Source: an optimization exercise on an open RTL-to-GDS flow (aim: small area and a short achievable clock period). Production flows keep margins and buffers that such runs may drop. The RTL was checked by simulation tests, not by an equivalence proof against the original design. Power and IR drop assume default switching activity.

<file path="flow/run.sh">
#!/bin/bash
# synth_recipe.tcl (not shown) runs the flow's synth.tcl, then flattens the netlist and writes it again
# the make line also repeats each setting of config.mk as NAME=value (left out here)
make -C /OpenROAD-flow-scripts/flow DESIGN_CONFIG=/design/flow/config.mk WORK_HOME=/design/flow/orfs CLKGATE_MAP_FILE= SYNTH_SCRIPT=/design/flow/synth_recipe.tcl finish
</file>
<file path="flow/config.mk">
export PLATFORM = sky130hd
export DESIGN_NAME = e203_exu_alu_dpath
export DESIGN_NICKNAME = e203_exu_alu_dpath
export VERILOG_FILES = /design/flow/design.v
export SDC_FILE = /design/flow/constraint.sdc
export NUM_CORES = 4
export LEC_CHECK = 0
export CAP_MARGIN = 20
export CORE_MARGIN = 2
export CORE_UTILIZATION = 40
export SETUP_SLACK_MARGIN = 0.3
export SLEW_MARGIN = 20
</file>
<file path="flow/constraint.sdc">
create_clock -name core_clock -period 8.5 [get_ports {clk}]
set_input_delay 1.7000 -clock core_clock [delete_from_list [all_inputs] [get_ports {clk}]]
set_output_delay 1.7000 -clock core_clock [all_outputs]
set_load 0.01 [all_outputs]
</file>
<file path="flow/design.v">
module sirv_gnrl_dffl # (
  parameter DW = 32
)(
  input lden,
  input [DW-1:0] dnxt,
  output [DW-1:0] qout,
  input clk
);
reg [DW-1:0] qout_r;
always @(posedge clk) begin: DFFL_PROC
  if (lden == 1'b1)
    qout_r <= dnxt;
end
assign qout = qout_r;
endmodule
module e203_exu_alu_dpath(
  input alu_req_alu,
  input alu_req_alu_add,
  input alu_req_alu_sub,
  input alu_req_alu_xor,
  input alu_req_alu_sll,
  input alu_req_alu_srl,
  input alu_req_alu_sra,
  input alu_req_alu_or,
  input alu_req_alu_and,
  input alu_req_alu_slt,
  input alu_req_alu_sltu,
  input alu_req_alu_lui,
  input [32-1:0] alu_req_alu_op1,
  input [32-1:0] alu_req_alu_op2,
  output [32-1:0] alu_req_alu_res,
  input bjp_req_alu,
  input [32-1:0] bjp_req_alu_op1,
  input [32-1:0] bjp_req_alu_op2,
  input bjp_req_alu_cmp_eq,
  input bjp_req_alu_cmp_ne,
  input bjp_req_alu_cmp_lt,
  input bjp_req_alu_cmp_gt,
  input bjp_req_alu_cmp_ltu,
  input bjp_req_alu_cmp_gtu,
  input bjp_req_alu_add,
  output bjp_req_alu_cmp_res,
  output [32-1:0] bjp_req_alu_add_res,
  input agu_req_alu,
  input [32-1:0] agu_req_alu_op1,
  input [32-1:0] agu_req_alu_op2,
  input agu_req_alu_swap,
  input agu_req_alu_add,
  input agu_req_alu_and,
  input agu_req_alu_or,
  input agu_req_alu_xor,
  input agu_req_alu_max,
  input agu_req_alu_min,
  input agu_req_alu_maxu,
  input agu_req_alu_minu,
  output [32-1:0] agu_req_alu_res,
  input agu_sbf_0_ena,
  input [32-1:0] agu_sbf_0_nxt,
  output [32-1:0] agu_sbf_0_r,
  input agu_sbf_1_ena,
  input [32-1:0] agu_sbf_1_nxt,
  output [32-1:0] agu_sbf_1_r,
  input clk,
  input rst_n
);
localparam W = 32;
wire alu = alu_req_alu;
wire bjp = bjp_req_alu;
wire agu = agu_req_alu;
wire op_sub = (alu & (alu_req_alu_sub | alu_req_alu_slt | alu_req_alu_sltu))
            | (bjp & ~bjp_req_alu_add)
            | (agu & (agu_req_alu_max | agu_req_alu_min | agu_req_alu_maxu | agu_req_alu_minu));
wire e_c = (alu & (alu_req_alu_add | alu_req_alu_sub | alu_req_alu_lui))
         | (bjp & bjp_req_alu_add)
         | (agu & (agu_req_alu_add | agu_req_alu_swap));
wire op_or  = (alu & alu_req_alu_or)  | (agu & agu_req_alu_or);
wire op_and = (alu & alu_req_alu_and) | (agu & agu_req_alu_and);
wire op_xor = (alu & alu_req_alu_xor) | (agu & agu_req_alu_xor);
wire e_g = op_or | op_and;
wire e_p = ~(e_c | op_or | op_xor);
wire op_unsigned = (alu & alu_req_alu_sltu)
                 | (bjp & (bjp_req_alu_cmp_ltu | bjp_req_alu_cmp_gtu))
                 | (agu & (agu_req_alu_maxu | agu_req_alu_minu));
wire op_slt  = alu & (alu_req_alu_slt | alu_req_alu_sltu);
wire op_maxs = agu & (agu_req_alu_max | agu_req_alu_maxu);
wire op_mins = agu & (agu_req_alu_min | agu_req_alu_minu);
wire a_alu = alu & ~alu_req_alu_lui;
wire a_agu = agu & ~agu_req_alu_swap;
wire [W-1:0] a = ({W{a_alu}} & alu_req_alu_op1) | ({W{bjp}} & bjp_req_alu_op1) | ({W{a_agu}} & agu_req_alu_op1);
wire [W-1:0] b = ({W{alu}} & alu_req_alu_op2) | ({W{bjp}} & bjp_req_alu_op2) | ({W{agu}} & agu_req_alu_op2);
wire [W-1:0] bx = b ^ {W{op_sub}};
wire [W-1:0] p  = a ^ bx;
wire [W-1:0] g  = a & bx;
wire [W-1:0] G0 = {g[W-1:1], g[0] | (p[0] & op_sub)};
wire [W-1:0] P0 = p;
wire [W-1:0] Gl [0:5];
wire [W-1:0] Pl [0:5];
assign Gl[0] = G0;
assign Pl[0] = P0;
genvar lv, i;
generate
  for (lv = 0; lv < 5; lv = lv + 1) begin : g_lv
    for (i = 0; i < W; i = i + 1) begin : g_bit
      if ((i >> lv) & 1) begin : g_comb
        localparam integer J = ((i >> lv) << lv) - 1;
        assign Gl[lv+1][i] = Gl[lv][i] | (Pl[lv][i] & Gl[lv][J]);
        assign Pl[lv+1][i] = Pl[lv][i] & Pl[lv][J];
      end else begin : g_pass
        assign Gl[lv+1][i] = Gl[lv][i];
        assign Pl[lv+1][i] = Pl[lv][i];
      end
    end
  end
endgenerate
wire [W:0] c = {Gl[5], op_sub};
wire [W-1:0] x = (c[W-1:0] & {W{e_c}}) | (g & {W{e_g}}) | (p & {W{e_p}});
wire [W-1:0] sum_res = p ^ x;
wire ult = ~c[W];
wire lt  = ult ^ (~op_unsigned & (a[W-1] ^ b[W-1]));
wire eq  = &p;
assign bjp_req_alu_cmp_res = (bjp_req_alu_cmp_eq & eq)
                           | (bjp_req_alu_cmp_ne & ~eq)
                           | ((bjp_req_alu_cmp_lt | bjp_req_alu_cmp_ltu) & lt)
                           | ((bjp_req_alu_cmp_gt | bjp_req_alu_cmp_gtu) & ~lt);
wire sel_a = (op_maxs & ~lt) | (op_mins & lt);
wire sel_b = (op_maxs & lt) | (op_mins & ~lt);
wire [W-1:0] mm_res = (a & {W{sel_a}}) | (b & {W{sel_b}});
wire [4:0] sh = alu_req_alu_op2[4:0];
wire op_sll = alu & alu_req_alu_sll;
wire op_shift = alu & (alu_req_alu_sll | alu_req_alu_srl | alu_req_alu_sra);
wire [4:0] rot = op_sll ? (5'd0 - sh) : sh;   
wire [W-1:0] rl [0:5];
assign rl[0] = alu_req_alu_op1;
generate
  for (lv = 0; lv < 5; lv = lv + 1) begin : g_rot
    assign rl[lv+1] = rot[lv] ? {rl[lv][(1<<lv)-1:0], rl[lv][W-1:(1<<lv)]} : rl[lv];
  end
endgenerate
wire [W-1:0] shmask;
generate
  for (i = 0; i < W; i = i + 1) begin : g_mask
    assign shmask[i] = op_shift & (op_sll ? (sh <= i) : ((W - 1 - i) >= sh));
  end
endgenerate
wire fill = alu & alu_req_alu_sra & alu_req_alu_op1[W-1];
wire [W-1:0] sh_res = (rl[5] & shmask) | ({W{fill}} & ~shmask);
assign alu_req_alu_res     = sum_res | sh_res | {{W-1{1'b0}}, op_slt & lt};
assign agu_req_alu_res     = sum_res | mm_res;
assign bjp_req_alu_add_res = sum_res;
sirv_gnrl_dffl #(W) sbf_0_dffl(agu_sbf_0_ena, agu_sbf_0_nxt, agu_sbf_0_r, clk);
sirv_gnrl_dffl #(W) sbf_1_dffl(agu_sbf_1_ena, agu_sbf_1_nxt, agu_sbf_1_r, clk);
endmodule
</file>
==> summary.log, run 1 <==
[floorplan] height of the die 152 um
[sta] shortest clock period the worst path allows after layout 8.18 ns
[sta] relative slew slack 0.265
[floorplan] Starting Density 0.405
[final_layout] share of cells above drive strength 1 0.111
[route] via total after detailed routing 11.1k
[clock_network] cts bufs inserted 9
[sta] Fmax achieved 0.122 GHz
[floorplan] total number of placement rows 54
[sta] RSZ-0062 raised after global routing true
[sta] period utilization 0.963
[sta] final setup TNS 0 ns
[synth] number of enable flip-flop cells after synthesis 64
[setup_path] Most common cell on crit path sky130_fd_sc_hd__clkdlybuf4s50_1
[clock_network] maximum clock insertion buffer count 2
[pwr] leakage power of the design 6.23 nW
[floorplan] I/O pins 451
[floorplan] area of the die 23200 um2
[floorplan] Die W 152 um
[clock_network] clock input transition at the sequential cells of the worst setup and hold paths 0.06 ns
[place] # placed instances 1783
[global_route] antenna violations before repair 1
[pwr] maximum vdd ir drop 0.000130 V
[place] placed instance area 14000 um2
[sta] number of pins with negative max-slew slack in the final report 0
[route] Initial DRC Count 1239
[final_layout] relative area change from synthesis to final layout 66.2%
[final_layout] Net count, final 1860
[synth] sequential fraction of the synthesis area 0.219
[synth] mapped cell area 8780 um2
[clock_network] number of hold buffers added after cts 0
[setup_path] cells traversed along the worst timing path clkdlybuf4s50_1 -> nor2b_2 -> buf_12 -> a222oi_1 -> buf_4 -> inv_1 -> ha_1 -> nand4_1 -> or3_1 -> o22a_2 -> a31oi_1 -> a21boi_0 -> o21ai_0 -> a221o_1 -> clkdlybuf4s50_1
[route] wire length per cell after detailed routing 25.1 um
[clock_network] Clock Sink Count 64
[pwr] Power Internal 1.44 mW
[setup_path] kind of end point of the critical path output pin
[pwr] areal power density over the cells 170 nW/um2
[pwr] Final Total Pwr 2.48 mW
[global_route] via count of the first global-routing pass 10.9k
[final_layout] Cell Count, Final, Fillers Out 1819
[setup_path] maximum single-stage delay on the critical path 0.73 ns
[global_route] first-pass GRT wire length 66900 um
[route] drt pass-1 iters 7
[final_layout] share of the core filled with cells 0.673
[global_route] maximum number of pins on one net before global-route repair 39
[hold_path] worst hold-check path type in -> reg
[setup_path] crit path DAT 6.48 ns
[clock_network] Root Buffer Master sky130_fd_sc_hd__clkbuf_16
[pwr] share of total power consumed by net switching 0.419
[clock_network] TritonCTS clock tree done
[sta] final hold violation count 0
[route] total wire length 45700 um
[route] Via density 6.08
[place] final weighted congestion in routability-driven placement 1.01
[synth] flip-flop and latch count after synthesis 64
[synth] Post-Synthesis Net Count 1385
[flow_run] number of max-capacitance violations reported 0
[global_route] leftover overflow at the end of global routing 0
[sta] transition at the pin with the smallest max-transition slack 1.10 ns
[clock_network] CTS H-Tree Depth 3
[synth] Cells after Synth 1058
[place] Detailed Place HPWL 36700 um
[global_route] global-route total usage across every layer 0.373
[place] I/O Buffers 449
[pwr] switching pwr 1.04 mW
[setup_path] maximum net fanout on the critical path 32
[setup_path] startpoint type of the worst setup path input pin
[outcome] status complete, no violations
[route] remaining routing DRC violations 0
[setup_path] slowest stage cell on the critical path sky130_fd_sc_hd__o21ai_0
[pwr] part of the total power dissipated in combinational logic 0.713
[pwr] fraction of power consumed by the clock network 0.133
[setup_path] startpoint-to-endpoint class of the critical path in -> out
[synth] average footprint of a synthesized cell 8.30 um2
[setup_path] number of buffer and inverter stages on the critical path 5
[synth] commonest register cell after synthesis sky130_fd_sc_hd__edfxtp_1
[final_layout] summed area of non-filler cells in the final layout 14600 um2
[pwr] sequential share of power 0.154
[synth] Netlist cell types 70
[synth] Async SR Flop Fraction 0
[floorplan] placeable core region 21700 um2
[setup_path] critical path data required time 6.80 ns
[setup_path] Largest delay share family, worst path compound AO/OA/AOI/OAI gates
[sta] setup violators final 0
[route] Antenna Violating Nets Remaining 0
[synth] number of warnings issued by yosys 2
==> routing by layer <==
metal | routed length [um] | vias to the layer above | part of all wire | GRT usage
met4 | 1530 | 0 | 0.033 | 0.0881
met1 | 18000 | 5222 | 0.39 | 0.476
met3 | 4350 | 88 | 0.095 | 0.0896
li1 | - | 5072 | - | -
met5 | 0 | - | 0 | 0
met2 | 21900 | 679 | 0.48 | 0.637
==> placed cells by master (no fill, tap or decap), types with 10 or more instances in the layout <==
master                            netlist  final
sky130_fd_sc_hd__a221o_1               28     28
sky130_fd_sc_hd__ha_1                  37     36
sky130_fd_sc_hd__mux2i_1              168    166
sky130_fd_sc_hd__mux2_2                20     20
sky130_fd_sc_hd__nand2_1              154    154
sky130_fd_sc_hd__inv_1                 37     37
sky130_fd_sc_hd__clkdlybuf4s50_1        0    426
sky130_fd_sc_hd__a311o_1               11     11
sky130_fd_sc_hd__dlymetal6s2s_1         0     12
sky130_fd_sc_hd__a21oi_1               67     67
sky130_fd_sc_hd__nor2_1                46     45
sky130_fd_sc_hd__o21ai_0               49     47
sky130_fd_sc_hd__a21o_1                13     13
sky130_fd_sc_hd__clkbuf_16              0     11
sky130_fd_sc_hd__a222oi_1              30     30
sky130_fd_sc_hd__edfxtp_1              64     64
sky130_fd_sc_hd__or2_2                 10     10
sky130_fd_sc_hd__nand3_1               19     19
sky130_fd_sc_hd__a22oi_1               38     38
sky130_fd_sc_hd__buf_4                  1     78
sky130_fd_sc_hd__xnor2_1               33     32
==> logic make-up after synthesis <==
logic type,synth area share
buf+inv,0.0513
compound gates,0.283
mux,0.219
fa+ha+maj,0.0527
xor+xnor,0.0358
flops,0.219
simple gates,0.139
==> Yosys cell counts, types with 11 or more instances <==
| cell | count | area, um2 |
|---|---|---|
| sky130_fd_sc_hd__mux2i_1 | 168 | 1680 |
| sky130_fd_sc_hd__nand2_1 | 154 | 578 |
| sky130_fd_sc_hd__a21oi_1 | 67 | 335 |
| sky130_fd_sc_hd__edfxtp_1 | 64 | 1920 |
| sky130_fd_sc_hd__clkbuf_1 | 57 | 214 |
| sky130_fd_sc_hd__o21ai_0 | 49 | 245 |
| sky130_fd_sc_hd__nor2_1 | 46 | 173 |
| sky130_fd_sc_hd__a22oi_1 | 38 | 285 |
| sky130_fd_sc_hd__ha_1 | 37 | 463 |
| sky130_fd_sc_hd__inv_1 | 37 | 139 |
| sky130_fd_sc_hd__xnor2_1 | 33 | 289 |
| sky130_fd_sc_hd__a222oi_1 | 30 | 300 |
| sky130_fd_sc_hd__a221o_1 | 28 | 280 |
| sky130_fd_sc_hd__mux2_2 | 20 | 225 |
| sky130_fd_sc_hd__nand3_1 | 19 | 95.1 |
| sky130_fd_sc_hd__a21o_1 | 13 | 97.6 |
| sky130_fd_sc_hd__a221oi_1 | 11 | 96.3 |
| sky130_fd_sc_hd__a311o_1 | 11 | 110 |
| sky130_fd_sc_hd__a31oi_1 | 11 | 68.8 |
==> final timing paths <==
path                        startpoint                    to  cells past startpoint  slack, ns
worst min-delay path  agu_sbf_1_nxt[7]  sbf_1_dffl.qout_r[7]                      1       1.92
worst max-delay path   alu_req_alu_lui   agu_req_alu_res[16]                     15       0.32
==> sequential cells by signal, summed over array words and instances (netlist names) <==
register and count:
sbf_0_dffl.qout_r 32, sbf_1_dffl.qout_r 32
==> metrics by stage <==
step | hold slack (ns) | setup WS, ns
floorplan | 1.80 | 0.863
global placement | 2.26 | 0.125
detailed placement | 2.26 | 0.0613
CTS | 1.91 | 0.296
global route | 1.92 | 0.223
finish | 1.92 | 0.316
==> final cells by class <==
| cell class | instances | area (um2) |
|---|---|---|
| inverter | 40 | 150 |
| antenna | 1 | 2.50 |
| sequential | 64 | 1920 |
| clock inverter | 7 | 47.5 |
| multi-input combinational | 879 | 6590 |
| timing repair buffer | 539 | 5310 |
| clock buffer | 9 | 225 |
| tap | 280 | 350 |
| fill | 1859 | 7100 |
==> power by group through the flow <==
stage	clock network, mW	logic [mW]	registers, mW
2_1_floorplan	0	0.778	0.402
3_3_place_gp	0	1.67	0.387
3_5_place_dp	0	1.68	0.388
4_1_cts	0.335	1.70	0.383
5_1_grt	0.348	1.86	0.384
6_report	0.330	1.77	0.382
==> repair_timing <==
item | in CTS | in global routing
setup buffers | 5 | 11
cloned | 0 | 3
resized for setup | 18 | 34
pin swaps | 6 | 11
setup endpoints to repair | 50 | 57
==> run 2: changes to the inputs <==
==> flow/flow/run.sh (new file) <==
#!/bin/bash
set -euo pipefail
export BUFFER_PORTS_ARGS="-buffer_cell sky130_fd_sc_hd__buf_1"
bash standard.sh > standard_flow.log 2>&1
==> flow/standard.sh (new file) <==
#!/bin/bash
# synth_recipe.tcl (not shown) runs the flow's synth.tcl, then flattens the netlist and writes it again
# the make line also repeats each setting of config.mk as NAME=value (left out here)
make -C /OpenROAD-flow-scripts/flow DESIGN_CONFIG=/design/flow/config.mk WORK_HOME=/design/flow/orfs CLKGATE_MAP_FILE= SYNTH_SCRIPT=/design/flow/synth_recipe.tcl "${@:-finish}"
removed: flow/run.sh
==> run 2 against run 1 <==
Against the previous run:
- first-iteration DRC count rose by 4.7%
- design area is 22% lower
- critical path type unchanged
- via count fell by 2.6%
- wire length fell by 9.2%
- total power fell by 14%
- highest routed layer unchanged
- count of clock-buffer cells in the layout is the same
- global-route usage shrank 3.3 points
==> summary.log, run 2 <==
[final_layout] share of cells above drive strength 1 0.0769
[clock_network] postcts setup bufs 0
[synth] Netlist cell types 70
[synth] Post-Synthesis Net Count 1385
[sta] final setup TNS 0 ns
[sta] period utilization 0.947
[synth] commonest register cell after synthesis sky130_fd_sc_hd__edfxtp_1
[floorplan] area of the die 23200 um2
[synth] Area contributors post-synth sky130_fd_sc_hd__edfxtp_1 22%, sky130_fd_sc_hd__mux2i_1 19%, sky130_fd_sc_hd__nand2_1 6.6%
[pwr] leakage power of the design 4.69 nW
[floorplan] Die W 152 um
[synth] average footprint of a synthesized cell 8.30 um2
[floorplan] height of the die 152 um
[global_route] global-route total usage across every layer 0.340
[setup_path] startpoint-to-endpoint class of the critical path in -> out
[route] via total after detailed routing 10.8k
[setup_path] critical path data required time 6.80 ns
[place] final weighted congestion in routability-driven placement 1.07
[final_layout] leading cell types in the layout, fill and taps excluded 446 x sky130_fd_sc_hd__buf_1, 166 x sky130_fd_sc_hd__mux2i_1, 154 x sky130_fd_sc_hd__nand2_1, 67 x sky130_fd_sc_hd__a21oi_1, 64 x sky130_fd_sc_hd__edfxtp_1
[global_route] maximum number of pins on one net before global-route repair 42
[clock_network] TritonCTS clock tree done
[setup_path] kind of end point of the critical path output pin
[synth] Cells after Synth 1058
[sta] number of pins with negative max-slew slack in the final report 0
[final_layout] relative area change from synthesis to final layout 28.9%
[synth] area share of the largest cell type after synthesis 0.219
[route] drt pass-1 iters 7
[synth] flip-flop and latch count after synthesis 64
[synth] combinational family with the most area after synthesis compound AO/OA/AOI/OAI gates
[global_route] via count of the first global-routing pass 10.1k
[outcome] status complete, no violations
[route] total wire length 41500 um
[clock_network] clock input transition at the sequential cells of the worst setup and hold paths 0.05 ns
[floorplan] total number of placement rows 54
[sta] Fmax achieved 0.124 GHz
[synth] multiplexer fraction of the synthesized cell area 0.219
[synth] XOR/XNOR Fraction of Synth Area 0.0358
[synth] share of synthesized cell area in full adder, half adder and majority cells 0.0527
[synth] simple-gate area share of the yosys netlist 0.139
[synth] Commonest cells post-synth 168 x sky130_fd_sc_hd__mux2i_1, 154 x sky130_fd_sc_hd__nand2_1, 67 x sky130_fd_sc_hd__a21oi_1
[flow_run] number of max-capacitance violations reported 0
[global_route] leftover overflow at the end of global routing 0
[pwr] maximum vdd ir drop 0.000182 V
[sta] relative slew slack 0.261
[place] placed instance area 11000 um2
[route] Antenna Violating Nets Remaining 0
[place] Detailed Place HPWL 33600 um
[clock_network] cts bufs inserted 9
[hold_path] number of stages on the worst hold path 1
[synth] number of enable flip-flop cells after synthesis 64
[clock_network] Clock Sink Count 64
[global_route] first-pass GRT wire length 60900 um
[sta] final hold violation count 0
[floorplan] I/O pins 451
[final_layout] summed area of non-filler cells in the final layout 11300 um2
[floorplan] Starting Density 0.405
[sta] RSZ-0062 raised after global routing false
[setup_path] maximum net fanout on the critical path 41
[clock_network] maximum clock insertion buffer count 2
[clock_network] Root Buffer Master sky130_fd_sc_hd__clkbuf_16
[synth] sequential fraction of the synthesis area 0.219
[synth] Async SR Flop Fraction 0
[route] Initial DRC Count 1297
[setup_path] startpoint type of the worst setup path input pin
[route] wire length per cell after detailed routing 23.4 um
[setup_path] crit path DAT 6.35 ns
[final_layout] antenna diode count 0
[route] remaining routing DRC violations 0
[floorplan] placeable core region 21700 um2
[clock_network] CTS H-Tree Depth 3
[sta] setup violators final 0
[global_route] antenna violations before repair 2
[final_layout] biggest registers after layout sbf_0_dffl.qout_r: 32 flops, sbf_1_dffl.qout_r: 32 flops
[sta] transition at the pin with the smallest max-transition slack 1.10 ns
[place] I/O Buffers 449
[synth] cell type with the highest aggregate area in the netlist sky130_fd_sc_hd__edfxtp_1
[final_layout] Net count, final 1817
[final_layout] most common cell after layout, fill and taps aside sky130_fd_sc_hd__buf_1
[synth] fraction of the mapped netlist area in compound gates 0.283
[synth] number of warnings issued by yosys 2
[sta] shortest clock period the worst path allows after layout 8.05 ns
[route] Via density 6.07
[synth] mapped cell area 8780 um2
[pwr] areal power density over the cells 189 nW/um2
[hold_path] worst hold-check path type in -> reg
[synth] dominant cell by count in the synthesized netlist sky130_fd_sc_hd__mux2i_1
run 2: cell counts after synthesis:
No cell type changed its count.
run 2: routing by layer:
| layer | global-route usage | vias to the layer above | wire [um] |
|---|---|---|---|
| met1 | 0.446 | 5150 | 16700 |
| met3 | 0.0765 | 58 | 4170 |
| met4 | 0.0743 | 0 | 873 |
| li1 | - | 4971 | - |
| met2 | 0.573 | 597 | 19800 |
| met5 | 0 | - | 0 |
run 2: worst max-delay path, cell delays in order:
cell	delay (ns)
sky130_fd_sc_hd__clkbuf_2	0.18
sky130_fd_sc_hd__buf_12	0.22
sky130_fd_sc_hd__a222oi_1	0.76
sky130_fd_sc_hd__xnor2_1	0.15
sky130_fd_sc_hd__ha_1	0.38
sky130_fd_sc_hd__and3_1	0.22
sky130_fd_sc_hd__and2_1	0.18
sky130_fd_sc_hd__a2111oi_0	0.56
sky130_fd_sc_hd__a31o_2	0.34
sky130_fd_sc_hd__o31ai_4	0.12
sky130_fd_sc_hd__a31o_2	0.29
sky130_fd_sc_hd__a31oi_1	0.17
sky130_fd_sc_hd__a2bb2oi_1	0.59
sky130_fd_sc_hd__o211ai_1	0.26
sky130_fd_sc_hd__buf_1	0.19
run 2: kinds of logic (layout without fill, tap and decap cells):
family	Yosys count	after routing
simple gates	278	278
compound gates	340	340
xor+xnor	35	35
mux	189	189
fa+ha+maj	37	37
buf+inv	115	552
flops	64	64
run 2: power by group:
part	leakage, nW	switching (mW)	total (mW)	internal, mW
combinational	3.90	0.847	1.34	0.488
sequential	0.626	0.00644	0.382	0.375
clock	0.164	0.131	0.418	0.286
run 2: stage by stage:
stage                     power (mW)   util  cells  setup WS [ns]  hold slack, ns
after floorplan                 1.18      -   1058          0.863            1.80
after global placement          1.68  0.506   1759          0.544            1.87
after detailed placement        1.69  0.506   1759          0.448            1.87
after CTS                       2.12  0.522   1775          0.423            1.53
after global routing            2.25  0.522   1775          0.314            1.52
final                           2.13  0.522   1775          0.447            1.54
run 2: cell type report:
cell class	count	area, um2
fillers	2221	10400
inverters	40	150
multi-input cells	879	6470
flip-flops and latches	64	1920
clock inverters	7	119
repair buffers	496	2080
well taps	280	350
clock buffers	9	225
run 2: path summary, 6_finish.rpt:
check | start | end | slack (ns)
max | bjp_req_alu | alu_req_alu_res[29] | 0.45
min | agu_sbf_1_nxt[24] | sbf_1_dffl.qout_r[24] | 1.54
run 2: repair_timing:
action / CTS / global route
setup endpoints to repair: 0 / 40
hold buffers: 0 / 0
gates resized for setup: 0 / 4
==> run 3: changes to the inputs <==
--- a/flow/config.mk
+++ b/flow/config.mk
@@ -6,7 +6,8 @@
 export NUM_CORES = 4
 export LEC_CHECK = 0
+export ABC_CLOCK_PERIOD_IN_PS = 3000
 export CAP_MARGIN = 20
 export CORE_MARGIN = 2
 export CORE_UTILIZATION = 40
-export SETUP_SLACK_MARGIN = 0.3
+export SETUP_SLACK_MARGIN = 2.0
 export SLEW_MARGIN = 20
==> run 3 against run 2 <==
Against the previous run:
- first-iteration DRC count increased by 6.6%
- global-route usage rose by 2.9 points
- clock power barely moved
- die area stayed put
- count of clock-buffer cells in the layout is the same
- combinational power rose by 46%
- sequential power about the same
- synthesized cell count unchanged
- worst hold slack lost 0.00093 ns
- total power increased by 29%
==> summary.log, run 3 <==
[pwr] areal power density over the cells 194 nW/um2
[synth] XOR/XNOR Fraction of Synth Area 0.0358
[route] remaining routing DRC violations 0
[final_layout] most common cell after layout, fill and taps aside sky130_fd_sc_hd__buf_1
[setup_path] critical path data required time 6.80 ns
[synth] Commonest cells post-synth 168 x sky130_fd_sc_hd__mux2i_1, 154 x sky130_fd_sc_hd__nand2_1, 67 x sky130_fd_sc_hd__a21oi_1
[global_route] maximum number of pins on one net before global-route repair 36
[synth] flip-flop and latch count after synthesis 64
[clock_network] number of hold buffers added after cts 0
[global_route] global-route total usage across every layer 0.369
[sta] relative slew slack 0.381
[synth] Post-Synthesis Net Count 1385
[setup_path] maximum net fanout on the critical path 7
[setup_path] Largest delay share family, worst path compound AO/OA/AOI/OAI gates
[synth] Area contributors post-synth sky130_fd_sc_hd__edfxtp_1 22%, sky130_fd_sc_hd__mux2i_1 19%, sky130_fd_sc_hd__nand2_1 6.6%
[synth] commonest register cell after synthesis sky130_fd_sc_hd__edfxtp_1
[place] final weighted congestion in routability-driven placement 0.994
[setup_path] crit path DAT 5.78 ns
[final_layout] share of cells above drive strength 1 0.281
[synth] simple-gate area share of the yosys netlist 0.139
[sta] final setup TNS 0 ns
[pwr] leakage power of the design 5.86 nW
[route] Initial DRC Count 1383
[setup_path] maximum single-stage delay on the critical path 0.62 ns
[final_layout] Net count, final 1954
[clock_network] maximum clock insertion buffer count 2
[sta] Fmax achieved 0.134 GHz
[floorplan] height of the die 152 um
[clock_network] TritonCTS clock tree done
[route] drt pass-1 iters 7
[floorplan] total number of placement rows 54
[setup_path] slowest stage cell on the critical path sky130_fd_sc_hd__a222oi_1
[sta] shortest clock period the worst path allows after layout 7.48 ns
[synth] dominant cell by count in the synthesized netlist sky130_fd_sc_hd__mux2i_1
[floorplan] Starting Density 0.405
[hold_path] hold path endpoint sbf_1_dffl.qout_r[28]
[setup_path] Most common cell on crit path sky130_fd_sc_hd__buf_4
[sta] number of pins with negative max-slew slack in the final report 0
[synth] average footprint of a synthesized cell 8.30 um2
[sta] transition at the pin with the smallest max-transition slack 0.919 ns
[synth] area share of the largest cell type after synthesis 0.219
[clock_network] Root Buffer Master sky130_fd_sc_hd__clkbuf_16
[flow_run] number of max-capacitance violations reported 0
[sta] period utilization 0.880
[setup_path] startpoint-to-endpoint class of the critical path in -> out
[sta] setup violators final 0
[pwr] maximum vdd ir drop 0.000171 V
[hold_path] number of stages on the worst hold path 1
[clock_network] clock input transition at the sequential cells of the worst setup and hold paths 0.06 ns
[clock_network] cts bufs inserted 9
[synth] combinational family with the most area after synthesis compound AO/OA/AOI/OAI gates
[synth] Async SR Flop Fraction 0
[route] via total after detailed routing 11.8k
[synth] Netlist cell types 70
[synth] cell type with the highest aggregate area in the netlist sky130_fd_sc_hd__edfxtp_1
[hold_path] start point of the worst hold path agu_sbf_1_nxt[28]
[synth] mapped cell area 8780 um2
[route] total wire length 46500 um
[global_route] via count of the first global-routing pass 10.9k
[synth] number of warnings issued by yosys 2
[sta] final hold violation count 0
[synth] number of enable flip-flop cells after synthesis 64
[final_layout] Cell Count, Final, Fillers Out 1912
[route] wire length per cell after detailed routing 24.3 um
[global_route] first-pass GRT wire length 66300 um
[global_route] antenna violations before repair 3
[clock_network] CTS H-Tree Depth 3
[outcome] status complete, no violations
[final_layout] antenna diode count 0
[route] Via density 6.15
[synth] multiplexer fraction of the synthesized cell area 0.219
[synth] fraction of the mapped netlist area in compound gates 0.283
[floorplan] area of the die 23200 um2
[final_layout] relative area change from synthesis to final layout 61.6%
[synth] Cells after Synth 1058
[final_layout] leading cell types in the layout, fill and taps excluded 374 x sky130_fd_sc_hd__buf_1, 151 x sky130_fd_sc_hd__nand2_1, 137 x sky130_fd_sc_hd__mux2i_1, 123 x sky130_fd_sc_hd__buf_4, 64 x sky130_fd_sc_hd__edfxtp_1
[place] # placed instances 1756
[floorplan] placeable core region 21700 um2
[setup_path] number of buffer and inverter stages on the critical path 6
[setup_path] cells traversed along the worst timing path buf_8 -> nor2b_4 -> buf_12 -> a222oi_1 -> inv_1 -> ha_4 -> nand4_1 -> or3_1 -> o22a_2 -> a31o_4 -> o31ai_4 -> a21o_1 -> buf_4 -> buf_4 -> a21boi_2 -> o22ai_4 -> a311o_1 -> buf_2
[final_layout] biggest registers after layout sbf_0_dffl.qout_r: 32 flops, sbf_1_dffl.qout_r: 32 flops
[floorplan] Die W 152 um
[clock_network] Clock Sink Count 64
[route] Antenna Violating Nets Remaining 0
[synth] sequential fraction of the synthesis area 0.219
[place] I/O Buffers 449
[synth] share of synthesized cell area in full adder, half adder and majority cells 0.0527
[global_route] leftover overflow at the end of global routing 0
[place] Detailed Place HPWL 34100 um
[setup_path] startpoint type of the worst setup path input pin
[sta] RSZ-0062 raised after global routing true
[hold_path] worst hold-check path type in -> reg
[setup_path] kind of end point of the critical path output pin
[floorplan] I/O pins 451
-- run 3: cell types whose count changed in the layout (fill, tap and decap cells not counted), moves of 16 or more --
| cell | previous run | this run |
|---|---|---|
| sky130_fd_sc_hd__buf_12 | 3 | 19 |
| sky130_fd_sc_hd__mux2i_1 | 166 | 137 |
| sky130_fd_sc_hd__buf_2 | 0 | 31 |
| sky130_fd_sc_hd__a21oi_2 | 0 | 22 |
| sky130_fd_sc_hd__a21oi_1 | 67 | 42 |
| sky130_fd_sc_hd__buf_1 | 446 | 374 |
| sky130_fd_sc_hd__buf_4 | 44 | 123 |
| sky130_fd_sc_hd__buf_6 | 0 | 62 |
-- run 3: metrics by stage --
stage | utilization | power, mW | hold WS, ns | cell area [um2] | setup slack (ns)
floorplan | - | 1.23 | 1.80 | 9020 | 1.49
global placement | 0.513 | 1.72 | 1.87 | 11100 | 0.710
detailed placement | 0.513 | 1.73 | 1.87 | 11100 | 0.684
CTS | 0.606 | 2.51 | 1.52 | 13200 | 1.19
global route | 0.654 | 2.86 | 1.52 | 14200 | 1.02
finish | 0.654 | 2.76 | 1.53 | 14200 | 1.02
-- run 3: cell type report --
| class | instances | area, um2 |
|---|---|---|
| clock buffer | 9 | 225 |
| clock inverter | 7 | 119 |
| fill | 1834 | 7500 |
| inverter | 40 | 150 |
| multi-input combinational | 879 | 7530 |
| sequential | 64 | 1920 |
| tap | 280 | 350 |
| timing repair buffer | 633 | 3890 |
-- run 3: logic make-up (layout without fill, tap and decap cells) --
group,after synthesis,after routing
AOI/OAI and AO/OA,340,340
xor gates and xnor gates,35,35
adders and majority gates,37,37
buffers and inverters,115,689
DFF,64,64
muxes,189,189
and+or+nand+nor,278,278
-- run 3: where the power goes --
part           switching, mW  internal [mW]  total [mW]
logic                   1.05          0.905        1.96
clock network          0.132          0.286       0.419
registers            0.00643          0.375       0.382
-- run 3: worst max-delay path by stage --
stage / from / end / slack, ns / cells past startpoint
6_report: agu_req_alu / alu_req_alu_res[25] / 1.02 / 18
5_1_grt: alu_req_alu_sub / agu_req_alu_res[12] / 1.02 / 18
4_1_cts: agu_req_alu / agu_req_alu_res[1] / 1.19 / 17
3_5_place_dp: bjp_req_alu / agu_req_alu_res[1] / 0.68 / 15
3_3_place_gp: alu_req_alu / agu_req_alu_res[1] / 0.71 / 16
2_1_floorplan: alu_req_alu / agu_req_alu_res[26] / 1.49 / 15
-- run 3: timing repair --
action | CTS | global route
setup buffers | 82 | 51
pin swaps | 59 | 44
gates resized for setup | 205 | 153
gates cloned | 6 | 1
setup endpoints to repair | 91 | 92
-- run 3: routing by layer --
layer / wire [um] / vias up / GRT usage
met5: 25 / - / 0
met1: 17600 / 5545 / 0.468
met2: 21700 / 806 / 0.618
met3: 4940 / 140 / 0.0833
met4: 2230 / 4 / 0.127
li1: - / 5256 / -
==> run 4: changes to the inputs <==
--- a/flow/config.mk
+++ b/flow/config.mk
@@ -6,5 +6,4 @@
 export NUM_CORES = 4
 export LEC_CHECK = 0
-export ABC_CLOCK_PERIOD_IN_PS = 3000
 export CAP_MARGIN = 20
 export CORE_MARGIN = 2
==> run 4 against run 3 <==
Against the previous run:
- fmax did not move
- synthesized cell count unchanged
- wire length stayed put
- combinational power about the same
- total power stayed put
- still clean on timing, DRC and antenna
- critical path depth did not move
- largest cell class unchanged
==> summary.log, run 4 <==
[outcome] status complete, no violations
[place] worst slack, placed 0.684 ns
[pwr] leakage power of the design 5.86 nW
[final_layout] Net count, final 1954
[pwr] Final Total Pwr 2.76 mW
[pwr] Power Internal 1.57 mW
[pwr] switching pwr 1.19 mW
[final_layout] share of the core filled with cells 0.654
[synth] cell type with the highest aggregate area in the netlist sky130_fd_sc_hd__edfxtp_1
[hold_path] hold path endpoint sbf_1_dffl.qout_r[28]
[floorplan] area of the die 23200 um2
[setup_path] maximum single-stage delay on the critical path 0.62 ns
[global_route] leftover overflow at the end of global routing 0
[sta] final setup TNS 0 ns
[floorplan] placeable core region 21700 um2
[setup_path] critical path data required time 6.80 ns
[sta] period utilization 0.880
[sta] shortest clock period the worst path allows after layout 7.48 ns
[hold_path] worst hold-check path type in -> reg
[synth] sequential fraction of the synthesis area 0.219
[hold_path] start point of the worst hold path agu_sbf_1_nxt[28]
[route] total wire length 46500 um
[place] placed instance area 11100 um2
[route] drt pass-1 iters 7
[synth] average footprint of a synthesized cell 8.30 um2
[synth] Area contributors post-synth sky130_fd_sc_hd__edfxtp_1 22%, sky130_fd_sc_hd__mux2i_1 19%, sky130_fd_sc_hd__nand2_1 6.6%
[clock_network] maximum clock insertion buffer count 2
[place] Detailed Place HPWL 34100 um
[final_layout] biggest registers after layout sbf_0_dffl.qout_r: 32 flops, sbf_1_dffl.qout_r: 32 flops
[pwr] share of total power consumed by net switching 0.432
[global_route] first-pass GRT wire length 66300 um
[sta] relative slew slack 0.381
[hold_path] number of stages on the worst hold path 1
[setup_path] startpoint-to-endpoint class of the critical path in -> out
[route] Antenna Violating Nets Remaining 0
[clock_network] Clock Sink Count 64
[route] Initial DRC Count 1383
[pwr] sequential share of power 0.139
[clock_network] TritonCTS clock tree done
[setup_path] crit path DAT 5.78 ns
[pwr] maximum vdd ir drop 0.000171 V
[final_layout] leading cell types in the layout, fill and taps excluded 374 x sky130_fd_sc_hd__buf_1, 151 x sky130_fd_sc_hd__nand2_1, 137 x sky130_fd_sc_hd__mux2i_1, 123 x sky130_fd_sc_hd__buf_4, 64 x sky130_fd_sc_hd__edfxtp_1
[synth] number of warnings issued by yosys 2
[synth] flip-flop and latch count after synthesis 64
[sta] RSZ-0062 raised after global routing true
[setup_path] startpoint type of the worst setup path input pin
[synth] Commonest cells post-synth 168 x sky130_fd_sc_hd__mux2i_1, 154 x sky130_fd_sc_hd__nand2_1, 67 x sky130_fd_sc_hd__a21oi_1
[clock_network] clock input transition at the sequential cells of the worst setup and hold paths 0.06 ns
[synth] Netlist cell types 70
[setup_path] kind of end point of the critical path output pin
[synth] commonest register cell after synthesis sky130_fd_sc_hd__edfxtp_1
[synth] Post-Synthesis Net Count 1385
[final_layout] area of the multi-input gates 7530 um2
[route] Via density 6.15
[pwr] fraction of power consumed by the clock network 0.152
[global_route] via count of the first global-routing pass 10.9k
[floorplan] Starting Density 0.405
[sta] Fmax achieved 0.134 GHz
[place] I/O Buffers 449
[synth] area share of the largest cell type after synthesis 0.219
[floorplan] height of the die 152 um
[final_layout] most common cell after layout, fill and taps aside sky130_fd_sc_hd__buf_1
[synth] Cells after Synth 1058
[setup_path] Worst setup startpoint agu_req_alu
[synth] Async SR Flop Fraction 0
[sta] post-route setup slack 1.02 ns
[floorplan] I/O pins 451
[sta] final hold violation count 0
[global_route] global-route total usage across every layer 0.369
[global_route] antenna violations before repair 3
[setup_path] maximum net fanout on the critical path 7
[flow_run] number of max-capacitance violations reported 0
[clock_network] Root Buffer Master sky130_fd_sc_hd__clkbuf_16
[global_route] maximum number of pins on one net before global-route repair 36
[floorplan] Die W 152 um
[route] via total after detailed routing 11.8k
[synth] number of enable flip-flop cells after synthesis 64
[synth] mapped cell area 8780 um2
[final_layout] summed area of non-filler cells in the final layout 14200 um2
[place] final weighted congestion in routability-driven placement 0.994
[pwr] areal power density over the cells 194 nW/um2
[route] remaining routing DRC violations 0
[route] wire length per cell after detailed routing 24.3 um
[pwr] part of the total power dissipated in combinational logic 0.709
[setup_path] cells traversed along the worst timing path buf_8 -> nor2b_4 -> buf_12 -> a222oi_1 -> inv_1 -> ha_4 -> nand4_1 -> or3_1 -> o22a_2 -> a31o_4 -> o31ai_4 -> a21o_1 -> buf_4 -> buf_4 -> a21boi_2 -> o22ai_4 -> a311o_1 -> buf_2
[setup_path] Most common cell on crit path sky130_fd_sc_hd__buf_4
[final_layout] antenna diode count 0
[clock_network] cts bufs inserted 9
[synth] dominant cell by count in the synthesized netlist sky130_fd_sc_hd__mux2i_1
[sta] number of pins with negative max-slew slack in the final report 0
[final_layout] register area 1920 um2
[final_layout] Fillers 1834
[setup_path] slowest stage cell on the critical path sky130_fd_sc_hd__a222oi_1
[clock_network] CTS H-Tree Depth 3
[final_layout] relative area change from synthesis to final layout 61.6%
[sta] transition at the pin with the smallest max-transition slack 0.919 ns
[floorplan] total number of placement rows 54
[final_layout] share of cells above drive strength 1 0.281
[sta] setup violators final 0
[run 4: cell counts after synthesis]
No cell type changed its count.
[run 4: critical path, delay by kind of cell]
kind | cells | cell delay (ns)
fa+ha+maj | 1 | 0.33
simple gates | 3 | 0.58
buf+inv | 6 | 0.83
compound gates | 8 | 2.32
[run 4: worst max path at each step]
stage,cells past startpoint,to,slack (ns)
after CTS,17,agu_req_alu_res[1],1.19
after floorplan,15,agu_req_alu_res[26],1.49
final,18,alu_req_alu_res[25],1.02
after global placement,16,agu_req_alu_res[1],0.71
after detailed placement,15,agu_req_alu_res[1],0.68
after global routing,18,agu_req_alu_res[12],1.02
[run 4: logic make-up after synthesis]
family | synth area share
DFF | 0.219
AOI/OAI and AO/OA | 0.283
muxes | 0.219
and+or+nand+nor | 0.139
buffers and inverters | 0.0513
adders and majority gates | 0.0527
xor gates and xnor gates | 0.0358
[run 4: metal layers]
metal  share of wire  up-vias  GRT usage
met5         0.00054        -          0
met4           0.048        4      0.127
met3            0.11      140     0.0833
met2            0.47      806      0.618
met1            0.38     5545      0.468
li1                -     5256          -
[run 4: power groups by stage]
stage	clock network, mW	registers (mW)	logic [mW]
floorplan	0	0.402	0.825
global placement	0	0.387	1.34
detailed placement	0	0.388	1.34
CTS	0.426	0.382	1.70
global route	0.436	0.385	2.04
finish	0.419	0.382	1.96
[run 4: metrics by stage]
stage	hold slack, ns	cells
after floorplan	1.80	1058
after global placement	1.87	1756
after detailed placement	1.87	1756
after CTS	1.52	1860
after global routing	1.52	1912
final	1.53	1912
[run 4: cell type report]
cell class | instances | share of cell area
clock buffer | 9 | 0.0159
multi-input combinational | 879 | 0.531
inverter | 40 | 0.0106
tap | 280 | 0.0247
timing repair buffer | 633 | 0.274
sequential | 64 | 0.135
clock inverter | 7 | 0.00838
[run 4: what timing repair did]
action	4_1_cts	5_1_grt
hold buffers	0	0
buffers inserted	82	51
pin swaps	59	44
endpoints found under the setup margin	91	92
hold endpoints to repair	0	0
resized for setup	205	153
gates cloned	6	1
==> run 5: changes to the inputs <==
--- a/flow/config.mk
+++ b/flow/config.mk
@@ -9,4 +9,4 @@
 export CORE_MARGIN = 2
 export CORE_UTILIZATION = 40
-export SETUP_SLACK_MARGIN = 2.0
+export SETUP_SLACK_MARGIN = 1.3
 export SLEW_MARGIN = 20
==> run 5 against run 4 <==
Against the previous run:
- fmax grew 2.9%
- utilization shrank 4.3 points
- critical path depth shrank 1
- count of clock-buffer cells in the layout is the same
- synthesized area is the same
- worst hold slack gained 0.0032 ns
- clock power shrank 4%
- wire length shrank 1.2%
- final cell count shrank 1.6%
- first-iteration DRC count shrank 1.7%
- sequential cell count is the same
==> summary.log, run 5 <==
[outcome] status complete, no violations
[sta] relative slew slack 0.321
[synth] cell type with the highest aggregate area in the netlist sky130_fd_sc_hd__edfxtp_1
[synth] number of enable flip-flop cells after synthesis 64
[synth] average footprint of a synthesized cell 8.30 um2
[pwr] maximum vdd ir drop 0.000162 V
[sta] setup violators final 0
[flow_run] number of max-capacitance violations reported 0
[place] final weighted congestion in routability-driven placement 1.07
[global_route] via count of the first global-routing pass 10.7k
[place] worst slack, placed 0.591 ns
[synth] Netlist cell types 70
[global_route] antenna violations before repair 1
[floorplan] area of the die 23200 um2
[setup_path] maximum single-stage delay on the critical path 0.49 ns
[setup_path] startpoint-to-endpoint class of the critical path in -> out
[final_layout] share of cells above drive strength 1 0.208
[final_layout] register area 1920 um2
[final_layout] Net count, final 1923
[clock_network] maximum clock insertion buffer count 2
[sta] RSZ-0062 raised after global routing true
[place] # placed instances 1760
[setup_path] slowest stage cell on the critical path sky130_fd_sc_hd__a222oi_1
[synth] Cells after Synth 1058
[final_layout] summed area of non-filler cells in the final layout 13300 um2
[route] remaining routing DRC violations 0
[place] Detailed Place HPWL 34600 um
[synth] Async SR Flop Fraction 0
[setup_path] Most common cell on crit path sky130_fd_sc_hd__buf_6
[route] Antenna Violating Nets Remaining 0
[clock_network] Clock Sink Count 64
[floorplan] total number of placement rows 54
[floorplan] I/O pins 451
[synth] flip-flop and latch count after synthesis 64
[route] wire length per cell after detailed routing 24.4 um
[setup_path] kind of end point of the critical path output pin
[setup_path] crit path DAT 5.57 ns
[floorplan] Die W 152 um
[hold_path] worst hold-check path type in -> reg
[sta] transition at the pin with the smallest max-transition slack 1.01 ns
[clock_network] TritonCTS clock tree done
[final_layout] Cell Count, Final, Fillers Out 1882
[synth] area share of the largest cell type after synthesis 0.219
[final_layout] area of the multi-input gates 7210 um2
[floorplan] Starting Density 0.405
[pwr] Final Total Pwr 2.49 mW
[synth] number of warnings issued by yosys 2
[floorplan] placeable core region 21700 um2
[sta] final setup TNS 0 ns
[route] drt pass-1 iters 6
[final_layout] most common cell after layout, fill and taps aside sky130_fd_sc_hd__buf_1
[setup_path] maximum net fanout on the critical path 7
[synth] dominant cell by count in the synthesized netlist sky130_fd_sc_hd__mux2i_1
[route] via total after detailed routing 11.5k
[synth] Commonest cells post-synth 168 x sky130_fd_sc_hd__mux2i_1, 154 x sky130_fd_sc_hd__nand2_1, 67 x sky130_fd_sc_hd__a21oi_1
[global_route] maximum number of pins on one net before global-route repair 36
[clock_network] Root Buffer Master sky130_fd_sc_hd__clkbuf_16
[floorplan] height of the die 152 um
[synth] mapped cell area 8780 um2
[pwr] areal power density over the cells 188 nW/um2
[sta] Fmax achieved 0.138 GHz
[synth] sequential fraction of the synthesis area 0.219
[global_route] leftover overflow at the end of global routing 0
[final_layout] Fillers 2003
[sta] final hold violation count 0
[synth] commonest register cell after synthesis sky130_fd_sc_hd__edfxtp_1
[place] placed instance area 11000 um2
[pwr] leakage power of the design 5.57 nW
[route] Initial DRC Count 1360
[synth] Post-Synthesis Net Count 1385
[clock_network] clock input transition at the sequential cells of the worst setup and hold paths 0.06 ns
[route] Via density 6.11
[final_layout] leading cell types in the layout, fill and taps excluded 410 x sky130_fd_sc_hd__buf_1, 161 x sky130_fd_sc_hd__mux2i_1, 151 x sky130_fd_sc_hd__nand2_1, 125 x sky130_fd_sc_hd__buf_4, 64 x sky130_fd_sc_hd__edfxtp_1
[final_layout] relative area change from synthesis to final layout 51.0%
[sta] period utilization 0.856
[setup_path] startpoint type of the worst setup path input pin
[sta] post-route setup slack 1.23 ns
[place] I/O Buffers 449
[final_layout] biggest registers after layout sbf_0_dffl.qout_r: 32 flops, sbf_1_dffl.qout_r: 32 flops
[synth] Area contributors post-synth sky130_fd_sc_hd__edfxtp_1 22%, sky130_fd_sc_hd__mux2i_1 19%, sky130_fd_sc_hd__nand2_1 6.6%
[clock_network] cts bufs inserted 9
[clock_network] number of hold buffers added after cts 0
[sta] number of pins with negative max-slew slack in the final report 0
[sta] shortest clock period the worst path allows after layout 7.27 ns
[clock_network] CTS H-Tree Depth 3
[global_route] global-route total usage across every layer 0.360
[setup_path] critical path data required time 6.80 ns
[setup_path] cells traversed along the worst timing path clkbuf_16 -> nor2b_4 -> buf_12 -> a222oi_1 -> inv_1 -> ha_4 -> nand3_4 -> or3_1 -> o22a_2 -> a31o_4 -> o31ai_4 -> buf_6 -> a21o_1 -> a2111oi_2 -> or4_4 -> a211o_1 -> buf_6
[route] total wire length 46000 um
[global_route] first-pass GRT wire length 64700 um
[run 5: cell count changes in the layout (fill, tap and decap cells not counted), sizes merged]
cell,previous run,this run
buf,616,589
bufinv,3,2
diode,0,1
bufbuf,2,3
clkbuf,24,19
inv,39,40
[run 5: final cells by class]
type                            count  area share
Antenna cell                        1    0.000189
Clock buffer                        9      0.0170
Clock inverter                      7     0.00774
Inverter                           40      0.0115
Multi-Input combinational cell    879       0.543
Sequential cell                    64       0.145
Tap cell                          280      0.0264
Timing Repair Buffer              602       0.249
[run 5: cell families after synthesis]
family | count (synthesis) | synth area share
xor gates and xnor gates | 35 | 0.0358
DFF | 64 | 0.219
muxes | 189 | 0.219
adders and majority gates | 37 | 0.0527
and+or+nand+nor | 278 | 0.139
AOI/OAI and AO/OA | 340 | 0.283
buffers and inverters | 115 | 0.0513
[run 5: critical path: cells and delay by family]
| kind | cells | cell delay, ns |
|---|---|---|
| buffers and inverters | 5 | 0.81 |
| AND/OR/NAND/NOR | 4 | 1.01 |
| adder cells (fa/ha/maj) | 1 | 0.34 |
| AO/OA/AOI/OAI | 7 | 1.70 |
[run 5: timing repair]
action	in CTS	in global routing
endpoints found under the hold margin	0	0
resized for setup	66	167
pin swaps	42	63
setup buffers	54	42
gates cloned	5	3
setup endpoints to repair	71	64
[run 5: metal layers]
metal	track usage	vias to the layer above	routed length, um
met5	0	-	0
met4	0.100	0	1640
met3	0.0683	103	4320
met2	0.618	706	21900
met1	0.464	5484	18100
li1	-	5197	-
[run 5: worst paths after layout]
kind	slack, ns	start	depth (start not counted)	end
min	1.54	agu_sbf_1_nxt[26]	1	sbf_1_dffl.qout_r[26]
max	1.23	alu_req_alu	17	alu_req_alu_res[26]
[run 5: where the power goes]
| part | internal, mW | switching (mW) |
|---|---|---|
| logic | 0.729 | 0.979 |
| registers | 0.375 | 0.00697 |
| clock network | 0.260 | 0.142 |
[run 5: stage by stage]
step / hold WS (ns) / util
detailed placement: 1.87 / 0.508
CTS: 1.53 / 0.564
global placement: 1.87 / 0.508
global route: 1.53 / 0.611
finish: 1.54 / 0.612
floorplan: 1.80 / -
==> run 6: changes to the inputs <==
--- a/flow/config.mk
+++ b/flow/config.mk
@@ -9,4 +9,4 @@
 export CORE_MARGIN = 2
 export CORE_UTILIZATION = 40
-export SETUP_SLACK_MARGIN = 1.3
+export SETUP_SLACK_MARGIN = 0.8
 export SLEW_MARGIN = 20
==> run 6 against run 5 <==
Against the previous run:
- still clean on timing, DRC and antenna
- worst setup slack worse by 0.35 ns
- synthesized cell count did not move
- first-iteration DRC count rose by 2.4%
- synthesized area unchanged
- final cell count is 4.6% lower
- largest power group unchanged
- highest routed layer unchanged
==> summary.log, run 6 <==
[clock_network] clock input transition at the sequential cells of the worst setup and hold paths 0.05 ns
[synth] Area contributors post-synth sky130_fd_sc_hd__edfxtp_1 22%, sky130_fd_sc_hd__mux2i_1 19%, sky130_fd_sc_hd__nand2_1 6.6%
[sta] number of pins with negative max-slew slack in the final report 0
[clock_network] cts bufs inserted 9
[synth] simple-gate area share of the yosys netlist 0.139
[final_layout] relative area change from synthesis to final layout 32.2%
[sta] shortest clock period the worst path allows after layout 7.63 ns
[synth] fraction of the mapped netlist area in compound gates 0.283
[synth] area share of the largest cell type after synthesis 0.219
[synth] combinational family with the most area after synthesis compound AO/OA/AOI/OAI gates
[final_layout] Cell Count, Final, Fillers Out 1795
[outcome] status complete, no violations
[floorplan] height of the die 152 um
[final_layout] share of cells above drive strength 1 0.0983
[floorplan] placeable core region 21700 um2
[route] Initial DRC Count 1392
[synth] Cells after Synth 1058
[sta] final hold violation count 0
[final_layout] biggest registers after layout sbf_0_dffl.qout_r: 32 flops, sbf_1_dffl.qout_r: 32 flops
[place] worst slack, placed 0.448 ns
[setup_path] crit path DAT 5.93 ns
[final_layout] antenna diode count 0
[synth] dominant cell by count in the synthesized netlist sky130_fd_sc_hd__mux2i_1
[synth] Commonest cells post-synth 168 x sky130_fd_sc_hd__mux2i_1, 154 x sky130_fd_sc_hd__nand2_1, 67 x sky130_fd_sc_hd__a21oi_1
[sta] period utilization 0.897
[global_route] first-pass GRT wire length 60900 um
[route] Via density 6.05
[synth] sequential fraction of the synthesis area 0.219
[sta] transition at the pin with the smallest max-transition slack 1.10 ns
[pwr] Final Total Pwr 2.18 mW
[synth] Netlist cell types 70
[place] I/O Buffers 449
[synth] flip-flop and latch count after synthesis 64
[sta] setup violators final 0
[clock_network] CTS H-Tree Depth 3
[floorplan] total number of placement rows 54
[clock_network] Clock Sink Count 64
[pwr] leakage power of the design 4.82 nW
[final_layout] leading cell types in the layout, fill and taps excluded 445 x sky130_fd_sc_hd__buf_1, 166 x sky130_fd_sc_hd__mux2i_1, 154 x sky130_fd_sc_hd__nand2_1, 67 x sky130_fd_sc_hd__a21oi_1, 64 x sky130_fd_sc_hd__edfxtp_1
[final_layout] most common cell after layout, fill and taps aside sky130_fd_sc_hd__buf_1
[sta] final setup TNS 0 ns
[final_layout] summed area of non-filler cells in the final layout 11600 um2
[route] via total after detailed routing 10.9k
[place] final weighted congestion in routability-driven placement 1.07
[sta] post-route setup slack 0.875 ns
[place] Detailed Place HPWL 33600 um
[synth] mapped cell area 8780 um2
[setup_path] kind of end point of the critical path output pin
[synth] XOR/XNOR Fraction of Synth Area 0.0358
[synth] cell type with the highest aggregate area in the netlist sky130_fd_sc_hd__edfxtp_1
[synth] share of synthesized cell area in full adder, half adder and majority cells 0.0527
[clock_network] maximum clock insertion buffer count 2
[clock_network] TritonCTS clock tree done
[hold_path] worst hold-check path type in -> reg
[floorplan] area of the die 23200 um2
[floorplan] Starting Density 0.405
[sta] RSZ-0062 raised after global routing false
[synth] number of warnings issued by yosys 2
[final_layout] Net count, final 1837
[setup_path] critical path data required time 6.80 ns
[synth] average footprint of a synthesized cell 8.30 um2
[floorplan] Die W 152 um
[setup_path] startpoint-to-endpoint class of the critical path in -> out
[global_route] maximum number of pins on one net before global-route repair 42
[floorplan] I/O pins 451
[clock_network] number of hold buffers added after cts 0
[route] wire length per cell after detailed routing 23.7 um
[sta] Fmax achieved 0.131 GHz
[setup_path] maximum net fanout on the critical path 11
[synth] number of enable flip-flop cells after synthesis 64
[sta] Worst Hold Slack 1.54 ns
[clock_network] Root Buffer Master sky130_fd_sc_hd__clkbuf_16
[route] Antenna Violating Nets Remaining 0
[pwr] maximum vdd ir drop 0.000182 V
[setup_path] startpoint type of the worst setup path input pin
[synth] commonest register cell after synthesis sky130_fd_sc_hd__edfxtp_1
[global_route] global-route total usage across every layer 0.340
[setup_path] Worst setup startpoint bjp_req_alu
[sta] relative slew slack 0.261
[route] remaining routing DRC violations 0
[synth] multiplexer fraction of the synthesized cell area 0.219
[flow_run] number of max-capacitance violations reported 0
[route] total wire length 42500 um
[setup_path] capture point of the worst path alu_req_alu_res[26]
[place] # placed instances 1759
[global_route] leftover overflow at the end of global routing 0
[synth] Async SR Flop Fraction 0
[place] placed instance area 11000 um2
[route] drt pass-1 iters 6
[global_route] antenna violations before repair 2
[final_layout] Fillers 2195
[global_route] via count of the first global-routing pass 10.2k
[synth] Post-Synthesis Net Count 1385
[pwr] areal power density over the cells 187 nW/um2
[final_layout] share of the core filled with cells 0.535
-- run 6: cell types whose count changed in the layout (fill, tap and decap cells not counted), moves of 9 or more --
cell,previous run,this run
sky130_fd_sc_hd__buf_1,410,445
sky130_fd_sc_hd__buf_4,125,59
sky130_fd_sc_hd__a21oi_1,57,67
sky130_fd_sc_hd__buf_2,24,0
sky130_fd_sc_hd__xnor2_1,23,32
sky130_fd_sc_hd__ha_1,23,36
sky130_fd_sc_hd__buf_6,18,2
-- run 6: kinds of logic (layout without fill, tap and decap cells) --
group           after synthesis  count (layout)
mux                         189             189
compound gates              340             340
flops                        64              64
buf+inv                     115             571
fa+ha+maj                    37              37
simple gates                278             279
xor+xnor                     35              35
-- run 6: cell type report --
class,count,area (um2),share of cell area
Clock inverter,7,119,0.0102
Sequential cell,64,1920,0.166
Tap cell,280,350,0.0302
Clock buffer,9,225,0.0194
Multi-Input combinational cell,880,6570,0.566
Timing Repair Buffer,515,2270,0.196
Inverter,40,150,0.0129
-- run 6: power by group --
group / switching, mW / total [mW] / internal (mW)
Clock: 0.132 / 0.418 / 0.286
Combinational: 0.862 / 1.38 / 0.515
Sequential: 0.00648 / 0.382 / 0.375
Total: 1.00 / 2.18 / 1.18
-- run 6: worst min-delay path by stage --
stage	start	to	depth (start not counted)
after floorplan	agu_sbf_0_nxt[0]	sbf_0_dffl.qout_r[0]	0
after global placement	agu_sbf_1_nxt[14]	sbf_1_dffl.qout_r[14]	1
after detailed placement	agu_sbf_0_nxt[3]	sbf_0_dffl.qout_r[3]	1
after CTS	agu_sbf_1_nxt[24]	sbf_1_dffl.qout_r[24]	1
after global routing	agu_sbf_1_nxt[26]	sbf_1_dffl.qout_r[26]	1
final	agu_sbf_1_nxt[15]	sbf_1_dffl.qout_r[15]	1
-- run 6: critical path, cell delays in order --
cell,delay (ns)
sky130_fd_sc_hd__clkbuf_4,0.21
sky130_fd_sc_hd__buf_12,0.19
sky130_fd_sc_hd__a222oi_1,0.61
sky130_fd_sc_hd__inv_1,0.20
sky130_fd_sc_hd__ha_4,0.34
sky130_fd_sc_hd__nand4_1,0.15
sky130_fd_sc_hd__or3_1,0.37
sky130_fd_sc_hd__o22a_2,0.25
sky130_fd_sc_hd__a31o_2,0.26
sky130_fd_sc_hd__o31ai_4,0.29
sky130_fd_sc_hd__a21o_1,0.18
sky130_fd_sc_hd__a2111oi_1,0.08
sky130_fd_sc_hd__or4_4,0.59
sky130_fd_sc_hd__a211o_1,0.33
sky130_fd_sc_hd__clkbuf_2,0.16
-- run 6: per-layer routing --
layer / wire length [um] / up-vias / GRT usage
met5: 0 / - / 0
met4: 1040 / 0 / 0.0717
met3: 4480 / 64 / 0.0768
met2: 20200 / 658 / 0.578
met1: 16800 / 5120 / 0.444
li1: - / 5015 / -
-- run 6: repair_timing --
item,4_1_cts,5_1_grt
pin swaps,7,11
gates cloned,0,3
setup endpoints to repair,51,58
buffers inserted,6,11
gates resized for setup,10,17
==> run 7: changes to the inputs <==
==> flow/flow/run.sh (replaced) <==
#!/bin/bash
# Layout flow: the standard flow (standard.sh) with two changes:
#  - synthesis is the standard script (synth_recipe.tcl: same passes, flatten,
#    renames) except that ABC maps the logic with flow/abc.script;
#  - every port gets a buffer (as standard), but the plain buf_1 rather than
#    the delay cell buffer_ports picks by default.
set -euo pipefail
HERE=$(pwd)
export BUFFER_PORTS_ARGS="-buffer_cell sky130_fd_sc_hd__buf_1"
export MY_ABC_SCRIPT="$HERE/flow/abc.script"
make -C "$FLOW_HOME" DESIGN_CONFIG="$HERE/config.mk" WORK_HOME="$HERE/orfs" CLKGATE_MAP_FILE= \
  SYNTH_SCRIPT="$HERE/flow/synth.tcl" synth > "$HERE/synth_make.log" 2>&1
bash standard.sh > "$HERE/standard_flow.log" 2>&1
==> flow/flow/abc.script (new file) <==
strash
dch
map
buffer
upsize
dnsize
==> flow/flow/synth.tcl (new file) <==
# synth_recipe.tcl, with ABC's mapping script replaced by MY_ABC_SCRIPT.
proc synth {args} { yosys synth -nofsm -noshare {*}$args }
proc abc {args} {
  set i [lsearch -exact $args -script]
  if {$i >= 0 && [info exists ::env(MY_ABC_SCRIPT)]} { lset args [expr {$i + 1}] $::env(MY_ABC_SCRIPT) }
  puts "abc (own script): $args"
  yosys abc {*}$args
}
source $::env(SCRIPTS_DIR)/synth.tcl
# left out here: clear keep_hierarchy, flatten, clean up, hide names made inside functions, write 1_2_yosys.v
==> run 7 against run 6 <==
Against the previous run:
- global-route usage grew 2.6 points
- non-clock buffer count shrank 25
- highest routed layer unchanged
- critical endpoint is now agu_req_alu_res[20]
- largest cell class unchanged
- wire length grew 8.2%
==> summary.log, run 7 <==
[route] via total after detailed routing 12.2k
[place] I/O Buffers 449
[pwr] Final Total Pwr 2.08 mW
[sta] setup violators final 0
[final_layout] summed area of non-filler cells in the final layout 11400 um2
[global_route] first-pass GRT wire length 66400 um
[floorplan] placeable core region 22500 um2
[synth] average footprint of a synthesized cell 6.51 um2
[setup_path] critical path data required time 6.80 ns
[global_route] leftover overflow at the end of global routing 0
[route] drt pass-1 iters 6
[route] remaining routing DRC violations 0
[clock_network] Clock Sink Count 64
[pwr] areal power density over the cells 182 nW/um2
[clock_network] Root Buffer Master sky130_fd_sc_hd__clkbuf_16
[final_layout] relative area change from synthesis to final layout 25.6%
[synth] flip-flop and latch count after synthesis 64
[route] Antenna Violating Nets Remaining 0
[synth] Area contributors post-synth sky130_fd_sc_hd__edfxtp_1 21%, sky130_fd_sc_hd__nand2_1 13%, sky130_fd_sc_hd__o21ai_0 8.0%
[clock_network] clock input transition at the sequential cells of the worst setup and hold paths 0.05 ns
[sta] Worst Hold Slack 1.54 ns
[synth] fraction of the mapped netlist area in compound gates 0.294
[setup_path] slowest stage cell on the critical path sky130_fd_sc_hd__o21bai_1
[setup_path] cells traversed along the worst timing path buf_1 -> o21ai_2 -> o211a_1 -> nand2_4 -> buf_4 -> xor2_1 -> ha_1 -> a21oi_1 -> nor2_1 -> nor2_1 -> o21ai_0 -> nand3_1 -> nand3_1 -> o21bai_1 -> o211ai_1 -> nand3_1 -> buf_8 -> nand3_1 -> nand4_1 -> buf_1
[synth] Netlist cell types 53
[place] worst slack, placed 0.760 ns
[final_layout] register area 1920 um2
[place] placed instance area 11100 um2
[final_layout] share of the core filled with cells 0.508
[outcome] status complete, no violations
[floorplan] Die W 155 um
[setup_path] maximum single-stage delay on the critical path 0.40 ns
[clock_network] maximum clock insertion buffer count 2
[final_layout] Net count, final 2139
[place] Detailed Place HPWL 37600 um
[sta] final setup TNS 0 ns
[setup_path] Worst setup startpoint agu_req_alu_min
[final_layout] share of cells above drive strength 1 0.0667
[synth] combinational family with the most area after synthesis compound AO/OA/AOI/OAI gates
[global_route] maximum number of pins on one net before global-route repair 67
[synth] share of synthesized cell area in full adder, half adder and majority cells 0.0509
[synth] Post-Synthesis Net Count 1725
[place] # placed instances 2084
[synth] commonest register cell after synthesis sky130_fd_sc_hd__edfxtp_1
[final_layout] leading cell types in the layout, fill and taps excluded 445 x sky130_fd_sc_hd__buf_1, 316 x sky130_fd_sc_hd__nand2_1, 144 x sky130_fd_sc_hd__o21ai_0, 143 x sky130_fd_sc_hd__nand3_1, 127 x sky130_fd_sc_hd__inv_1
[sta] relative slew slack 0.424
[sta] post-route setup slack 1.05 ns
[clock_network] TritonCTS clock tree done
[place] final weighted congestion in routability-driven placement 1.03
[sta] final hold violation count 0
[global_route] global-route total usage across every layer 0.366
[sta] transition at the pin with the smallest max-transition slack 0.863 ns
[clock_network] CTS H-Tree Depth 3
[route] wire length per cell after detailed routing 21.9 um
[synth] dominant cell by count in the synthesized netlist sky130_fd_sc_hd__nand2_1
[flow_run] number of max-capacitance violations reported 0
[final_layout] Fillers 2437
[final_layout] area of the multi-input gates 6390 um2
[hold_path] worst hold-check path type in -> reg
[floorplan] height of the die 155 um
[synth] XOR/XNOR Fraction of Synth Area 0.0404
[clock_network] number of hold buffers added after cts 0
[sta] shortest clock period the worst path allows after layout 7.45 ns
[sta] period utilization 0.876
[setup_path] Most common cell on crit path sky130_fd_sc_hd__nand3_1
[synth] sequential fraction of the synthesis area 0.211
[setup_path] maximum net fanout on the critical path 32
[pwr] maximum vdd ir drop 0.000131 V
[pwr] leakage power of the design 4.72 nW
[sta] number of pins with negative max-slew slack in the final report 0
[floorplan] Starting Density 0.404
-- run 7: cell count changes after synthesis, moves of 20 or more --
| cell | previous run | this run |
|---|---|---|
| sky130_fd_sc_hd__nand2_1 | 154 | 317 |
| sky130_fd_sc_hd__mux2i_1 | 168 | 21 |
| sky130_fd_sc_hd__nand3_1 | 19 | 144 |
| sky130_fd_sc_hd__o21ai_0 | 49 | 145 |
| sky130_fd_sc_hd__inv_1 | 37 | 127 |
| sky130_fd_sc_hd__xor2_1 | 1 | 40 |
| sky130_fd_sc_hd__nor2_1 | 46 | 82 |
| sky130_fd_sc_hd__a22oi_1 | 38 | 73 |
| sky130_fd_sc_hd__xnor2_1 | 33 | 2 |
| sky130_fd_sc_hd__a222oi_1 | 30 | 0 |
| sky130_fd_sc_hd__a221o_1 | 28 | 0 |
| sky130_fd_sc_hd__or2_2 | 10 | 30 |
-- run 7: metal layers --
metal	vias up	GRT usage	wire length [um]
met3	78	0.0961	5070
met5	-	0	0
met1	5631	0.505	19500
met2	699	0.566	19900
li1	5753	-	-
met4	0	0.105	1480
-- run 7: kinds of logic (layout without fill, tap and decap cells) --
family	Yosys count	in the layout
compound gates	414	414
xor+xnor	42	42
fa+ha+maj	37	37
buf+inv	219	635
flops	64	64
mux	22	22
simple gates	600	600
-- run 7: final timing paths --
check | endpoint | slack, ns | depth (start not counted)
min | sbf_1_dffl.qout_r[3] | 1.54 | 1
max | agu_req_alu_res[20] | 1.05 | 20
-- run 7: area by class of cell --
cell class | instances | share of cell area
flip-flops and latches | 64 | 0.168
repair buffers | 490 | 0.177
clock inverters | 3 | 0.00109
multi-input cells | 1115 | 0.559
clock buffers | 10 | 0.0200
well taps | 285 | 0.0312
inverters | 132 | 0.0434
-- run 7: what timing repair did --
| item | in CTS | in global routing |
|---|---|---|
| cloned | 0 | 0 |
| setup buffers | 0 | 2 |
| gates resized for setup | 1 | 9 |
| setup endpoints to repair | 6 | 35 |
| pin swaps | 0 | 1 |
-- run 7: worst max-delay path, delay by kind of cell --
family          cells  cell delay, ns
compound gates      6            1.62
xor+xnor            1            0.17
fa+ha+maj           1            0.33
buf+inv             4            0.87
simple gates        8            1.02
-- run 7: report_power, final --
group / switching [mW] / internal (mW) / total (mW)
clock: 0.122 / 0.189 / 0.312
sequential: 0.00719 / 0.376 / 0.383
combinational: 0.962 / 0.424 / 1.39
total: 1.09 / 0.990 / 2.08

==> separate check: timing with driven ports <==
Ports are ideal in the flow. The routed layouts listed here were re-timed in OpenROAD.
Step 1 sets driving cells, clkbuf_16 on the clock port and buf_2 on the other inputs (assumed; they add their load-dependent delay and slew).
Step 2, shift: input delay + t, output delay - t, t = (earliest + latest rising clock arrival at the registers) / 2. This alone moves slack from input paths to output paths.
a / b / c = ideal ports / drivers / drivers and shift; a / b = the first two.
run | t, ns | setup slack, ns
run 1 | 0.358 | 0.316 / 0.282 / 0.282
run 2 | 0.363 | 0.447 / 0.389 / 0.389
run 3 | 0.364 | 1.016 / 0.970 / 0.970
run 4 | 0.364 | 1.016 / 0.970 / 0.970
run 5 | 0.361 | 1.228 / 1.159 / 1.159
run 6 | 0.361 | 0.875 / 0.848 / 0.848
run 7 | 0.357 | 1.052 / 1.009 / 1.009
After both steps setup and hold are still met in every run listed.
